Background: an optimization exercise with open tools, aiming at small area, a short achievable clock period and few clock cycles per item. Do not read the settings as production practice. Function was checked by simulation only, so behaviour that the tests miss may differ from the original. Power is estimated from default activity; no workload was simulated.

// SMM1
module SMM1 (
    input clk, rst,
    input [127:0] A, B,
    input load, sel,
    output [127:0] C_out,
    output reg done
);
    reg [127:0] C_q;      
    reg sel_q;
    wire [127:0] prod;
    wire w0, w2, w4, w6, w8, w10, w12, w14, w16, w18, w20, w22, w24, w26, w28, w30;
    wire w32, w34, w36, w38, w40, w42, w44, w46, w48, w50, w52, w54, w56, w58, w60, w62;
    wire w64, w66, w68, w70, w72, w74, w76, w78, w80, w82, w84, w86, w88, w90, w92, w94;
    wire w96, w98, w100, w102, w104, w106, w108, w110, w112, w114, w116, w118, w120, w122, w124, w126;
    wire w128, w130, w132, w134, w136, w138, w140, w142, w144, w146, w148, w150, w152, w154, w156, w158;
    wire w160, w162, w164, w166, w168, w170, w172, w174, w176, w178, w180, w182, w184, w186, w188, w190;
    wire w192, w194, w196, w198, w200, w202, w204, w206, w208, w210, w212, w214, w216, w218, w220, w222;
    wire w224, w226, w228, w230, w232, w234, w236, w238, w240, w242, w244, w246, w248, w250, w252, w254;
    wire w256, w258, w260, w262, w264, w266, w268, w270, w272, w274, w276, w278, w280, w282, w284, w286;
    wire w292, w293, w296, w298, w311, w312, w315, w316, w319, w320, w323, w324, w327, w329, w349, w350;
    wire w353, w354, w357, w358, w361, w362, w365, w366, w369, w370, w373, w374, w377, w378, w405, w406;
    wire w409, w410, w413, w414, w417, w418, w421, w422, w425, w426, w429, w430, w433, w434, w437, w438;
    wire w441, w442, w445, w446, w449, w451, w486, w487, w490, w491, w494, w495, w498, w499, w502, w503;
    wire w506, w507, w510, w511, w514, w515, w518, w519, w522, w523, w526, w527, w530, w531, w534, w535;
  ...
Settings: LEC_CHECK=0, CAP_MARGIN=20, CORE_MARGIN=2, CORE_UTILIZATION=50, GPL_TIMING_DRIVEN=0, PLACE_DENSITY=0.7, SETUP_SLACK_MARGIN=0.2, SLEW_MARGIN=20, SYNTH_HIERARCHICAL=1, SYNTH_MINIMUM_KEEP_SIZE=0, TNS_END_PERCENT=100; clock period 5.0 ns.
standard.sh (not shown) runs the stock make flow with config.mk's settings and CLKGATE_MAP_FILE= SYNTH_SCRIPT=/design/flow/synth_recipe.tcl, a recipe that flattens the netlist after the stock synthesis.
==> flow/flow/run.sh <==
#!/bin/bash
# Own layout flow: the standard flow, except that the netlist comes from a direct
# gate-level mapping of the design (flow/map.tcl: each smm_* gate module becomes its
# sky130 cell) instead of Yosys/ABC re-synthesis, so the compressor trees keep their
# timing-driven structure. Flip-flops get the standard synthesis's instance names.
# Ports are buffered with buf_4 cells (fast, and resizable within the buf family).
# Global routing reserves more of met1/met2 (flow/fastroute.tcl).
set -euo pipefail
cd "$(dirname "$0")/.."
W=$PWD
export FLOW_DIR=$W/flow
export MAPPED_V=$W/mapped.v
R=$W/orfs/results/$FLOW_PLATFORM/SMM1/base
YOSYS=yosys
if ! command -v yosys > /dev/null; then YOSYS=$FLOW_HOME/../tools/install/yosys/bin/yosys; fi

# 1. standard synthesis (its flip-flop names are kept)
bash standard.sh synth > $W/log_std_synth.txt 2>&1
cp $R/1_2_yosys.v $W/standard_1_2_yosys.v

# 2. gate-level mapping of the design
$YOSYS -c $FLOW_DIR/map.tcl > $W/log_yosys_map.txt 2>&1
python3 $FLOW_DIR/rename.py $W/standard_1_2_yosys.v $MAPPED_V > $W/mapped_renamed.v 2> $W/log_rename.txt

# 3. the standard flow from this netlist
cp $W/mapped_renamed.v $R/1_2_yosys.v
rm -f $R/1_synth.odb
export FASTROUTE_TCL=$FLOW_DIR/fastroute.tcl
# after global placement, output port buffers become buf_1 (flow/post_gpl.tcl)
export POST_GLOBAL_PLACE_TCL=$FLOW_DIR/post_gpl.tcl
BUFFER_PORTS_ARGS="-buffer_cell sky130_fd_sc_hd__buf_4" bash standard.sh > $W/log_std_finish.txt 2>&1
==> flow/flow/post_gpl.tcl <==
# Output ports drive only the port's load, so their port buffers can be the
# smallest buffer; input port buffers keep the size the flow gave them.
set n 0
foreach inst [get_cells output*] {
  set m [get_property $inst ref_name]
  if {[string match "sky130_fd_sc_hd__buf_*" $m] && $m ne "sky130_fd_sc_hd__buf_1"} {
    replace_cell $inst sky130_fd_sc_hd__buf_1
    incr n
  }
}
puts "post_gpl: $n output port buffers set to buf_1"
Other scripts of this flow, unchanged in this note and not shown: flow/flow/cellmap.v, flow/flow/fastroute.tcl, flow/flow/map.tcl, flow/flow/rename.py
The first run finished with timing, DRC and antenna clean.
Testbench counts at the start, summed over its fixed seeds: cycles 1,928, items 1,920.
Change:
--- a/flow/config.mk
+++ b/flow/config.mk
@@ -13 +13 @@
-export SETUP_SLACK_MARGIN = 0.2
+export SETUP_SLACK_MARGIN = 0.1
Via count grows by 0.57%.
Wire length grows by 0.51%.
Maximum frequency shrinks by 2.6%.
Global-route usage hardly moves.
Sequential cell count does not change.
Synthesized cell count is unchanged.
Sequential share of layout area is about the same.
Sequential power hardly moves.
Change:
--- a/flow/flow/run.sh
+++ b/flow/flow/run.sh
@@ -29,2 +28,0 @@
-# after global placement, output port buffers become buf_1 (flow/post_gpl.tcl)
-export POST_GLOBAL_PLACE_TCL=$FLOW_DIR/post_gpl.tcl
--- a/flow/config.mk
+++ b/flow/config.mk
@@ -13 +13 @@
-export SETUP_SLACK_MARGIN = 0.1
+export SETUP_SLACK_MARGIN = 0.2
removed: flow/flow/post_gpl.tcl
After rerunning: Via count hardly moves. Hold slack gets better by 0.014 ns. Setup slack gets better by 0.10 ns. Die area stays the same. Non-clock buffer count is unchanged.

==> afterwards: timing with drivers on the ports <==
No port has a modelled driver above. Below, the same layouts with a new extraction and two added sets of constraints. Step 1 assumes that a clkbuf_16 drives the clock port and a buf_2 every other input. Step 2 adds t to the input delays and takes it off the output delays; t is the mean of the earliest and latest rising clock arrival at the registers after step 1. Input paths then give back, and output paths get back, about the clock's delay inside the block. Three values: no drivers, after step 1, after step 2; two values: the first two.
| run | shift t [ns] | slack for setup (ns) | clock arrival spread, ns |
|---|---|---|---|
| the first run | 0.593 | 0.261 / 0.280 / -0.314 | 0.035 / 0.035 |
| the second run | 0.609 | 0.137 / 0.185 / -0.425 | 0.035 / 0.035 |
| the third run | 0.595 | 0.239 / 0.262 / -0.333 | 0.034 / 0.033 |
Met with ideal ports but missed after step 2: setup timing in every run listed. For the first run, which loses most, drivers alone change the setup slack by +0.019 ns; drivers and shift together by -0.575 ns.
